This is an optimization exercise on Yosys and OpenROAD, whose aim is a short achievable clock period and few clock cycles, not a production implementation.
Function was checked by simulation only, so behaviour that the tests miss may differ from the original.
Power and IR drop assume default switching activity.

==> inputs of exp/amber <==
## mips
module mips(input         clk, reset,
            output [31:0] pc,
            input  [31:0] instr,
            output        memwrite,
            output [31:0] memaddr,
            output [31:0] memwritedata,
            input  [31:0] memreaddata);
export LEC_CHECK = 0
export ABC_CLOCK_PERIOD_IN_PS = 3000
export CAP_MARGIN = 20
export CORE_MARGIN = 2
export CORE_UTILIZATION = 55
export SLEW_MARGIN = 20
export TNS_END_PERCENT = 5
create_clock -name core_clock -period 10.0 [get_ports {clk}]
standard.sh (not shown) runs the stock make flow with config.mk's settings and CLKGATE_MAP_FILE= SYNTH_SCRIPT=/design/flow/synth_recipe.tcl, a recipe that flattens the netlist after the stock synthesis.
==> flow/flow/run.sh <==
#!/bin/bash
# The standard layout, with these changes to how it is made:
#  - adders are left to ABC instead of being mapped to adder cells first;
#  - the port buffers are buf_4 cells instead of the delay-type cell that
#    buffer_ports picks by default (every port still gets its buffer);
set -euo pipefail
bash standard.sh ADDER_MAP_FILE= \
  "BUFFER_PORTS_ARGS=-buffer_cell sky130_fd_sc_hd__buf_4" \
  SETUP_SLACK_MARGIN=6.8 finish > standard.log 2>&1
==> inputs of exp/delta, as changes to exp/amber <==
--- a/flow/design.v
+++ b/flow/design.v
@@ -39,17 +39,12 @@
    reg         fd_pred, fd_ftk;
    reg  [4:0]  fd_dst;
    reg         fd_wr, fd_br, fd_bne, fd_jr, fd_jal, fd_lw, fd_sw, fd_useimm;
    reg         fd_inv, fd_and, fd_or, fd_slt;
    reg         fd_es, fd_ws, fd_xs, fd_et, fd_wt, fd_xt;
-   reg         de_wr_r, de_load, de_mw_r, de_br_r, de_jr_r, de_bw, e_kill;
-   reg  [29:0] de_bpc, de_btgt;
-   wire        de_wr = de_wr_r & ~e_kill;
-   wire        de_mw = de_mw_r & ~e_kill;
-   wire        de_br = de_br_r & ~e_kill;
-   wire        de_jr = de_jr_r & ~e_kill;
-   reg         de_bne, de_pred, de_inv, de_and, de_or, de_slt, de_fa, de_fb, de_sfw;
+   reg         de_wr, de_load, de_mw, de_br, de_jr;
+   reg         de_bne, de_pred, de_inv, de_and, de_or, de_slt, de_fa, de_fb;
    reg  [4:0]  de_dst;
    reg  [31:0] de_a, de_bx, de_sd, de_addr, de_alt;
    reg         w_wr, x_wr;
    reg  [4:0]  w_dst, x_dst;
    reg  [31:0] w_res, x_res;
@@ -66,16 +61,16 @@
    wire        f_beq  = (f_op == 6'h04);
    wire        f_bne  = (f_op == 6'h05);
    wire        f_jr   = f_r & (f_fn == 6'h08);
    wire        f_same = (f_rs == f_rt);
    wire        f_bpred = (f_beq & f_same) | (f_bne & ~f_same);
-   reg  [7:0]  btb_v;
-   reg  [26:0] btb_tag [0:7];
-   reg  [29:0] btb_tgt [0:7];
-   wire [2:0]  f_bi   = pc_r[4:2];
-   wire        f_hit  = btb_v[f_bi] & (btb_tag[f_bi] == pc_r[31:5]);
-   wire [31:0] f_btgt = {btb_tgt[f_bi], 2'b00};
+   reg  [15:0] btb_v;
+   reg  [27:0] btb_tag [0:15];
+   reg  [31:0] btb_tgt [0:15];
+   wire [3:0]  f_bi   = pc_r[5:2];
+   wire        f_hit  = btb_v[f_bi] & (btb_tag[f_bi] == {pc_r[31:6], pc_r[1:0]});
+   wire [31:0] f_btgt = btb_tgt[f_bi];
    wire [31:0] f_jtgt = {f_pcp4[31:28], instr[25:0], 2'b00};
    wire        f_taken = f_j | f_jal | f_jr | f_hit;
    wire [31:0] f_tgt   = f_jr ? ras : (f_j | f_jal) ? f_jtgt : f_btgt;
    wire [31:0] f_next  = f_taken ? f_tgt : f_pcp4;
    wire        f_add_r = f_r & ((f_fn == 6'h20) | (f_fn == 6'h21));
@@ -108,15 +103,19 @@
                        fd_instr[28] ? (fd_instr[27] ? {imm, 16'd0} : {16'd0, imm}) :
                        {{16{imm[15]}}, imm};
    wire [31:0] d_a   = fd_jal ? fd_pcp4 : d_s;
    wire [31:0] d_b   = fd_useimm ? d_imm : d_t;
    wire [31:0] e_res;
-   wire [31:0] d_addr_f, d_addr_w, d_addr_x;
-   agu d_aguf(.base(fd_s),  .imm(imm), .addr(d_addr_f));
-   agu d_aguw(.base(w_res), .imm(imm), .addr(d_addr_w));
-   agu d_agux(.base(x_res), .imm(imm), .addr(d_addr_x));
-   wire [31:0] d_addr = fd_ws ? d_addr_w : fd_xs ? d_addr_x : d_addr_f;
+   wire [31:0] d_sd  = fd_et ? e_res : d_t;
+   wire [15:0] d_alo;
+   wire        d_aco;
+   ksadd #(.N(16), .L(4)) d_aadd(.a(d_s[15:0]), .b(imm), .ci(1'b0), .y(d_alo), .co(d_aco));
+   wire [15:0] d_ahi  = d_s[31:16];
+   wire [15:0] d_ahin = d_ahi + 16'd1;
+   wire [15:0] d_ahde = d_ahi - 16'd1;
+   wire [31:0] d_addr = {(imm[15] == d_aco) ? d_ahi : d_aco ? d_ahin : d_ahde,
+                         d_alo};
    wire        d_stall = fd_valid & (fd_lw | fd_sw) & fd_es;
    wire        s_f = ~fd_ws & ~fd_xs;
    wire        t_f = ~fd_wt & ~fd_xt;
    wire        s_x = ~fd_ws & fd_xs;
    wire        t_x = ~fd_wt & fd_xt;
@@ -153,42 +152,38 @@
    wire        e_lt  = (e_a[31] == e_bx[31]) ? e_a[31] : e_sum[31];
    wire [31:0] e_alu = de_and ? (e_a & e_bx) :
                        de_or  ? (e_a | e_bx) :
                        de_slt ? {31'd0, e_lt} : e_sum;
    assign e_res = de_load ? memreaddata : e_alu;
-   wire        e_q_ab  = (de_a == de_bx);
-   wire        e_q_wb  = (w_res == de_bx);
-   wire        e_q_aw  = (de_a == w_res);
-   wire        e_eq    = de_fa ? (de_fb | e_q_wb) : (de_fb ? e_q_aw : e_q_ab);
-   wire        e_jok   = de_fa ? (w_res == de_alt) : (de_a == de_alt);
+   wire        e_eq    = (e_a == e_bx);
    wire        e_taken = de_bne ? ~e_eq : e_eq;
    wire        e_redir = (de_br & (e_taken != de_pred)) |
-                         (de_jr & ~e_jok);
+                         (de_jr & (e_a != de_alt));
    wire [31:0] e_tgt   = de_jr ? e_a : de_alt;
    assign memwrite     = de_mw;
    assign memaddr      = de_addr;
-   assign memwritedata = de_sfw ? w_res : de_sd;
+   assign memwritedata = de_sd;
    wire        f_kill = e_redir | d_redir;
-   wire        d_go   = fd_valid & ~d_stall;
+   wire        d_go   = fd_valid & ~e_redir & ~d_stall;
    wire        d_bw   = fd_valid & fd_br & fd_pred;
    always @(posedge clk, posedge reset)
      if (reset) begin
         pc_r     <= 32'd0;
         ras      <= 32'd0;
-        btb_v    <= 8'd0;
+        btb_v    <= 16'd0;
         fd_valid <= 1'b0;
      end else begin
         if (e_redir)
           pc_r <= e_tgt;
         else if (d_redir)
           pc_r <= d_tgt;
         else if (!d_stall)
           pc_r <= f_next;
         if (fd_valid & fd_jal)
           ras <= fd_pcp4;
-        if (de_bw)
-          btb_v[de_bpc[2:0]] <= 1'b1;
+        if (d_bw)
+          btb_v[fd_pc[5:2]] <= 1'b1;
         if (f_kill)
           fd_valid <= 1'b0;
         else if (!d_stall)
           fd_valid <= 1'b1;
      end
@@ -232,27 +227,23 @@
          fd_xt     <= 1'b0;
       end
    end
    always @(posedge clk, posedge reset)
      if (reset) begin
-        de_wr_r <= 1'b0;
-        de_bw   <= 1'b0;
-        e_kill  <= 1'b0;
+        de_wr   <= 1'b0;
         de_load <= 1'b0;
-        de_mw_r <= 1'b0;
-        de_br_r <= 1'b0;
-        de_jr_r <= 1'b0;
+        de_mw   <= 1'b0;
+        de_br   <= 1'b0;
+        de_jr   <= 1'b0;
         w_wr    <= 1'b0;
         x_wr    <= 1'b0;
      end else begin
-        de_wr_r <= d_go & fd_wr;
+        de_wr   <= d_go & fd_wr;
         de_load <= d_go & fd_lw;
-        de_mw_r <= d_go & fd_sw;
-        de_br_r <= d_go & fd_br & d_late;
-        de_jr_r <= d_go & fd_jr & d_late;
-        de_bw   <= d_bw;
-        e_kill  <= e_redir;
+        de_mw   <= d_go & fd_sw;
+        de_br   <= d_go & fd_br & d_late;
+        de_jr   <= d_go & fd_jr & d_late;
         w_wr    <= de_wr;
         x_wr    <= w_wr;
      end
    always @(posedge clk) begin
       de_bne  <= fd_bne;
@@ -264,34 +255,20 @@
       de_fa   <= fd_es & ~fd_jal;
       de_fb   <= fd_et & ~fd_useimm;
       de_dst  <= fd_dst;
       de_a    <= d_a;
       de_bx   <= fd_inv ? ~d_b : d_b;
-      de_sd   <= d_t;
-      de_sfw  <= fd_et;
+      de_sd   <= d_sd;
       de_addr <= d_addr;
       de_alt  <= d_alt;
       w_dst   <= de_dst;
       w_res   <= e_res;
       x_dst   <= w_dst;
       x_res   <= w_res;
       if (w_wr)
         rf[w_dst] <= w_res;
-      de_bpc  <= fd_pc[31:2];
-      de_btgt <= d_btgt[31:2];
-      if (de_bw) begin
-         btb_tag[de_bpc[2:0]] <= de_bpc[29:3];
-         btb_tgt[de_bpc[2:0]] <= de_btgt;
+      if (d_bw) begin
+         btb_tag[fd_pc[5:2]] <= {fd_pc[31:6], fd_pc[1:0]};
+         btb_tgt[fd_pc[5:2]] <= d_btgt;
       end
    end
 endmodule  
-module agu(input  [31:0] base,
-           input  [15:0] imm,
-           output [31:0] addr);
-   wire [15:0] lo;
-   wire        co;
-   ksadd #(.N(16), .L(4)) add(.a(base[15:0]), .b(imm), .ci(1'b0), .y(lo), .co(co));
-   wire [15:0] hi   = base[31:16];
-   wire [15:0] hinc = hi + 16'd1;
-   wire [15:0] hdec = hi - 16'd1;
-   assign addr = {(imm[15] == co) ? hi : co ? hinc : hdec, lo};
-endmodule
CORE_UTILIZATION = 38   (was 55)
==> inputs of exp/xenon, as changes to exp/amber <==
--- a/flow/design.v
+++ b/flow/design.v
@@ -39,17 +39,12 @@
    reg         fd_pred, fd_ftk;
    reg  [4:0]  fd_dst;
    reg         fd_wr, fd_br, fd_bne, fd_jr, fd_jal, fd_lw, fd_sw, fd_useimm;
    reg         fd_inv, fd_and, fd_or, fd_slt;
    reg         fd_es, fd_ws, fd_xs, fd_et, fd_wt, fd_xt;
-   reg         de_wr_r, de_load, de_mw_r, de_br_r, de_jr_r, de_bw, e_kill;
-   reg  [29:0] de_bpc, de_btgt;
-   wire        de_wr = de_wr_r & ~e_kill;
-   wire        de_mw = de_mw_r & ~e_kill;
-   wire        de_br = de_br_r & ~e_kill;
-   wire        de_jr = de_jr_r & ~e_kill;
-   reg         de_bne, de_pred, de_inv, de_and, de_or, de_slt, de_fa, de_fb, de_sfw;
+   reg         de_wr, de_load, de_mw, de_br, de_jr;
+   reg         de_bne, de_pred, de_inv, de_and, de_or, de_slt, de_fa, de_fb;
    reg  [4:0]  de_dst;
    reg  [31:0] de_a, de_bx, de_sd, de_addr, de_alt;
    reg         w_wr, x_wr;
    reg  [4:0]  w_dst, x_dst;
    reg  [31:0] w_res, x_res;
@@ -66,16 +61,16 @@
    wire        f_beq  = (f_op == 6'h04);
    wire        f_bne  = (f_op == 6'h05);
    wire        f_jr   = f_r & (f_fn == 6'h08);
    wire        f_same = (f_rs == f_rt);
    wire        f_bpred = (f_beq & f_same) | (f_bne & ~f_same);
-   reg  [7:0]  btb_v;
-   reg  [26:0] btb_tag [0:7];
-   reg  [29:0] btb_tgt [0:7];
-   wire [2:0]  f_bi   = pc_r[4:2];
-   wire        f_hit  = btb_v[f_bi] & (btb_tag[f_bi] == pc_r[31:5]);
-   wire [31:0] f_btgt = {btb_tgt[f_bi], 2'b00};
+   reg  [15:0] btb_v;
+   reg  [27:0] btb_tag [0:15];
+   reg  [31:0] btb_tgt [0:15];
+   wire [3:0]  f_bi   = pc_r[5:2];
+   wire        f_hit  = btb_v[f_bi] & (btb_tag[f_bi] == {pc_r[31:6], pc_r[1:0]});
+   wire [31:0] f_btgt = btb_tgt[f_bi];
    wire [31:0] f_jtgt = {f_pcp4[31:28], instr[25:0], 2'b00};
    wire        f_taken = f_j | f_jal | f_jr | f_hit;
    wire [31:0] f_tgt   = f_jr ? ras : (f_j | f_jal) ? f_jtgt : f_btgt;
    wire [31:0] f_next  = f_taken ? f_tgt : f_pcp4;
    wire        f_add_r = f_r & ((f_fn == 6'h20) | (f_fn == 6'h21));
@@ -108,15 +103,19 @@
                        fd_instr[28] ? (fd_instr[27] ? {imm, 16'd0} : {16'd0, imm}) :
                        {{16{imm[15]}}, imm};
    wire [31:0] d_a   = fd_jal ? fd_pcp4 : d_s;
    wire [31:0] d_b   = fd_useimm ? d_imm : d_t;
    wire [31:0] e_res;
-   wire [31:0] d_addr_f, d_addr_w, d_addr_x;
-   agu d_aguf(.base(fd_s),  .imm(imm), .addr(d_addr_f));
-   agu d_aguw(.base(w_res), .imm(imm), .addr(d_addr_w));
-   agu d_agux(.base(x_res), .imm(imm), .addr(d_addr_x));
-   wire [31:0] d_addr = fd_ws ? d_addr_w : fd_xs ? d_addr_x : d_addr_f;
+   wire [31:0] d_sd  = fd_et ? e_res : d_t;
+   wire [15:0] d_alo;
+   wire        d_aco;
+   ksadd #(.N(16), .L(4)) d_aadd(.a(d_s[15:0]), .b(imm), .ci(1'b0), .y(d_alo), .co(d_aco));
+   wire [15:0] d_ahi  = d_s[31:16];
+   wire [15:0] d_ahin = d_ahi + 16'd1;
+   wire [15:0] d_ahde = d_ahi - 16'd1;
+   wire [31:0] d_addr = {(imm[15] == d_aco) ? d_ahi : d_aco ? d_ahin : d_ahde,
+                         d_alo};
    wire        d_stall = fd_valid & (fd_lw | fd_sw) & fd_es;
    wire        s_f = ~fd_ws & ~fd_xs;
    wire        t_f = ~fd_wt & ~fd_xt;
    wire        s_x = ~fd_ws & fd_xs;
    wire        t_x = ~fd_wt & fd_xt;
@@ -153,42 +152,38 @@
    wire        e_lt  = (e_a[31] == e_bx[31]) ? e_a[31] : e_sum[31];
    wire [31:0] e_alu = de_and ? (e_a & e_bx) :
                        de_or  ? (e_a | e_bx) :
                        de_slt ? {31'd0, e_lt} : e_sum;
    assign e_res = de_load ? memreaddata : e_alu;
-   wire        e_q_ab  = (de_a == de_bx);
-   wire        e_q_wb  = (w_res == de_bx);
-   wire        e_q_aw  = (de_a == w_res);
-   wire        e_eq    = de_fa ? (de_fb | e_q_wb) : (de_fb ? e_q_aw : e_q_ab);
-   wire        e_jok   = de_fa ? (w_res == de_alt) : (de_a == de_alt);
+   wire        e_eq    = (e_a == e_bx);
    wire        e_taken = de_bne ? ~e_eq : e_eq;
    wire        e_redir = (de_br & (e_taken != de_pred)) |
-                         (de_jr & ~e_jok);
+                         (de_jr & (e_a != de_alt));
    wire [31:0] e_tgt   = de_jr ? e_a : de_alt;
    assign memwrite     = de_mw;
    assign memaddr      = de_addr;
-   assign memwritedata = de_sfw ? w_res : de_sd;
+   assign memwritedata = de_sd;
    wire        f_kill = e_redir | d_redir;
-   wire        d_go   = fd_valid & ~d_stall;
+   wire        d_go   = fd_valid & ~e_redir & ~d_stall;
    wire        d_bw   = fd_valid & fd_br & fd_pred;
    always @(posedge clk, posedge reset)
      if (reset) begin
         pc_r     <= 32'd0;
         ras      <= 32'd0;
-        btb_v    <= 8'd0;
+        btb_v    <= 16'd0;
         fd_valid <= 1'b0;
      end else begin
         if (e_redir)
           pc_r <= e_tgt;
         else if (d_redir)
           pc_r <= d_tgt;
         else if (!d_stall)
           pc_r <= f_next;
         if (fd_valid & fd_jal)
           ras <= fd_pcp4;
-        if (de_bw)
-          btb_v[de_bpc[2:0]] <= 1'b1;
+        if (d_bw)
+          btb_v[fd_pc[5:2]] <= 1'b1;
         if (f_kill)
           fd_valid <= 1'b0;
         else if (!d_stall)
           fd_valid <= 1'b1;
      end
@@ -232,27 +227,23 @@
          fd_xt     <= 1'b0;
       end
    end
    always @(posedge clk, posedge reset)
      if (reset) begin
-        de_wr_r <= 1'b0;
-        de_bw   <= 1'b0;
-        e_kill  <= 1'b0;
+        de_wr   <= 1'b0;
         de_load <= 1'b0;
-        de_mw_r <= 1'b0;
-        de_br_r <= 1'b0;
-        de_jr_r <= 1'b0;
+        de_mw   <= 1'b0;
+        de_br   <= 1'b0;
+        de_jr   <= 1'b0;
         w_wr    <= 1'b0;
         x_wr    <= 1'b0;
      end else begin
-        de_wr_r <= d_go & fd_wr;
+        de_wr   <= d_go & fd_wr;
         de_load <= d_go & fd_lw;
-        de_mw_r <= d_go & fd_sw;
-        de_br_r <= d_go & fd_br & d_late;
-        de_jr_r <= d_go & fd_jr & d_late;
-        de_bw   <= d_bw;
-        e_kill  <= e_redir;
+        de_mw   <= d_go & fd_sw;
+        de_br   <= d_go & fd_br & d_late;
+        de_jr   <= d_go & fd_jr & d_late;
         w_wr    <= de_wr;
         x_wr    <= w_wr;
      end
    always @(posedge clk) begin
       de_bne  <= fd_bne;
@@ -264,34 +255,20 @@
       de_fa   <= fd_es & ~fd_jal;
       de_fb   <= fd_et & ~fd_useimm;
       de_dst  <= fd_dst;
       de_a    <= d_a;
       de_bx   <= fd_inv ? ~d_b : d_b;
-      de_sd   <= d_t;
-      de_sfw  <= fd_et;
+      de_sd   <= d_sd;
       de_addr <= d_addr;
       de_alt  <= d_alt;
       w_dst   <= de_dst;
       w_res   <= e_res;
       x_dst   <= w_dst;
       x_res   <= w_res;
       if (w_wr)
         rf[w_dst] <= w_res;
-      de_bpc  <= fd_pc[31:2];
-      de_btgt <= d_btgt[31:2];
-      if (de_bw) begin
-         btb_tag[de_bpc[2:0]] <= de_bpc[29:3];
-         btb_tgt[de_bpc[2:0]] <= de_btgt;
+      if (d_bw) begin
+         btb_tag[fd_pc[5:2]] <= {fd_pc[31:6], fd_pc[1:0]};
+         btb_tgt[fd_pc[5:2]] <= d_btgt;
       end
    end
 endmodule  
-module agu(input  [31:0] base,
-           input  [15:0] imm,
-           output [31:0] addr);
-   wire [15:0] lo;
-   wire        co;
-   ksadd #(.N(16), .L(4)) add(.a(base[15:0]), .b(imm), .ci(1'b0), .y(lo), .co(co));
-   wire [15:0] hi   = base[31:16];
-   wire [15:0] hinc = hi + 16'd1;
-   wire [15:0] hdec = hi - 16'd1;
-   assign addr = {(imm[15] == co) ? hi : co ? hinc : hdec, lo};
-endmodule
CORE_UTILIZATION = 45   (was 55)
==> results.txt <==
Share of synthesized cell area in full adder, half adder and majority cells: exp/amber 0.491%; exp/delta 0.322%; exp/xenon 0.322%
Arrival @ worst endpoint: exp/amber 4.97 ns; exp/delta 5.07 ns; exp/xenon 5.02 ns
Source of the worst register-to-register timing path: exp/amber w_res[24]; exp/delta pc_r[2]; exp/xenon fd_xt
Share of flip-flops with an asynchronous set or reset after synthesis: exp/amber 3.98%; exp/delta 3.55%; exp/xenon 3.55%
Fraction of area in multi-input gates: exp/amber 35.5%; exp/delta 32.3%; exp/xenon 32.2%
Area of the core: exp/amber 178,000 µm²; exp/delta 294,000 µm²; exp/xenon 249,000 µm²
Cells after Synth: exp/amber 7,206; exp/delta 7,314; exp/xenon 7,314
Depth of the worst register-to-register path: exp/amber 19; exp/delta 18; exp/xenon 17
Number of clock-tree buffers in the layout: exp/amber 276; exp/delta 305; exp/xenon 355
Overall power of the completed layout: exp/amber 27,600 µW; exp/delta 32,400 µW; exp/xenon 32,500 µW
Number of sinks driven by the clock tree: exp/amber 2,033; exp/delta 2,450; exp/xenon 2,450
NetSw: exp/amber 9400 µW; exp/delta 10,400 µW; exp/xenon 10,500 µW
Sequential fraction of total cell area: exp/amber 49.9%; exp/delta 51.7%; exp/xenon 52.6%
Total standard cell area after synthesis: exp/amber 98,800 µm²; exp/delta 113,000 µm²; exp/xenon 113,000 µm²
Crit path largest cell delay: exp/amber 0.95 ns; exp/delta 0.56 ns; exp/xenon 0.63 ns
Run status: exp/amber no timing/DRC/antenna violations; exp/delta no timing/DRC/antenna violations; exp/xenon no timing/DRC/antenna violations
Final std cell area, no fill: exp/amber 114,000 µm²; exp/delta 136,000 µm²; exp/xenon 133,000 µm²
Bufs w/o clock: exp/amber 606; exp/delta 777; exp/xenon 717
Share of power burned in registers: exp/amber 43.0%; exp/delta 42.3%; exp/xenon 42.6%
Worst-path maximum fanout: exp/amber 33; exp/delta 8; exp/xenon 89
Sequential cell area: exp/amber 57,000 µm²; exp/delta 70,100 µm²; exp/xenon 70,100 µm²
Clk pwr share: exp/amber 29.3%; exp/delta 29.1%; exp/xenon 29.7%
Testbench counts of exp/amber, summed over its fixed seeds: cycles 50,816.
Testbench counts of exp/delta, summed over its fixed seeds: cycles 50,633.
Testbench counts of exp/xenon, summed over its fixed seeds: cycles 50,633.

[separate check: timing with driven ports]
The results above use ideal ports. As a check the final layouts listed here were re-extracted and re-timed, cells and wires unchanged. Step 1 (the two cells are an assumption about what drives the block):
set clk [get_ports {clk}]
set_driving_cell -lib_cell sky130_fd_sc_hd__clkbuf_16 $clk
set_driving_cell -lib_cell sky130_fd_sc_hd__buf_2 [delete_from_list [all_inputs] $clk]
Step 2 times the ports against the registers' clock, not the clock port: input delays grow and output delays shrink by t, the midpoint of the rising clock arrivals with the driver on. Slacks: ideal / step 1 / step 2; pairs: ideal / step 1.
run | shift t [ns] | setup slack, ns | worst setup path at the end | worst register clock-pin slew, ns
exp/amber | 0.958 | 5.718 / 5.777 / 4.819 | input to register | 0.07 / 0.07
exp/delta | 1.014 | 5.743 / 5.714 / 4.871 | input to register | 0.08 / 0.08
exp/xenon | 1.022 | 5.762 / 5.770 / 4.763 | input to register | 0.07 / 0.07
After both steps setup and hold are still met in every run listed. For exp/xenon, which loses most, drivers alone change the setup slack by +0.008 ns; drivers and shift together by -0.999 ns.
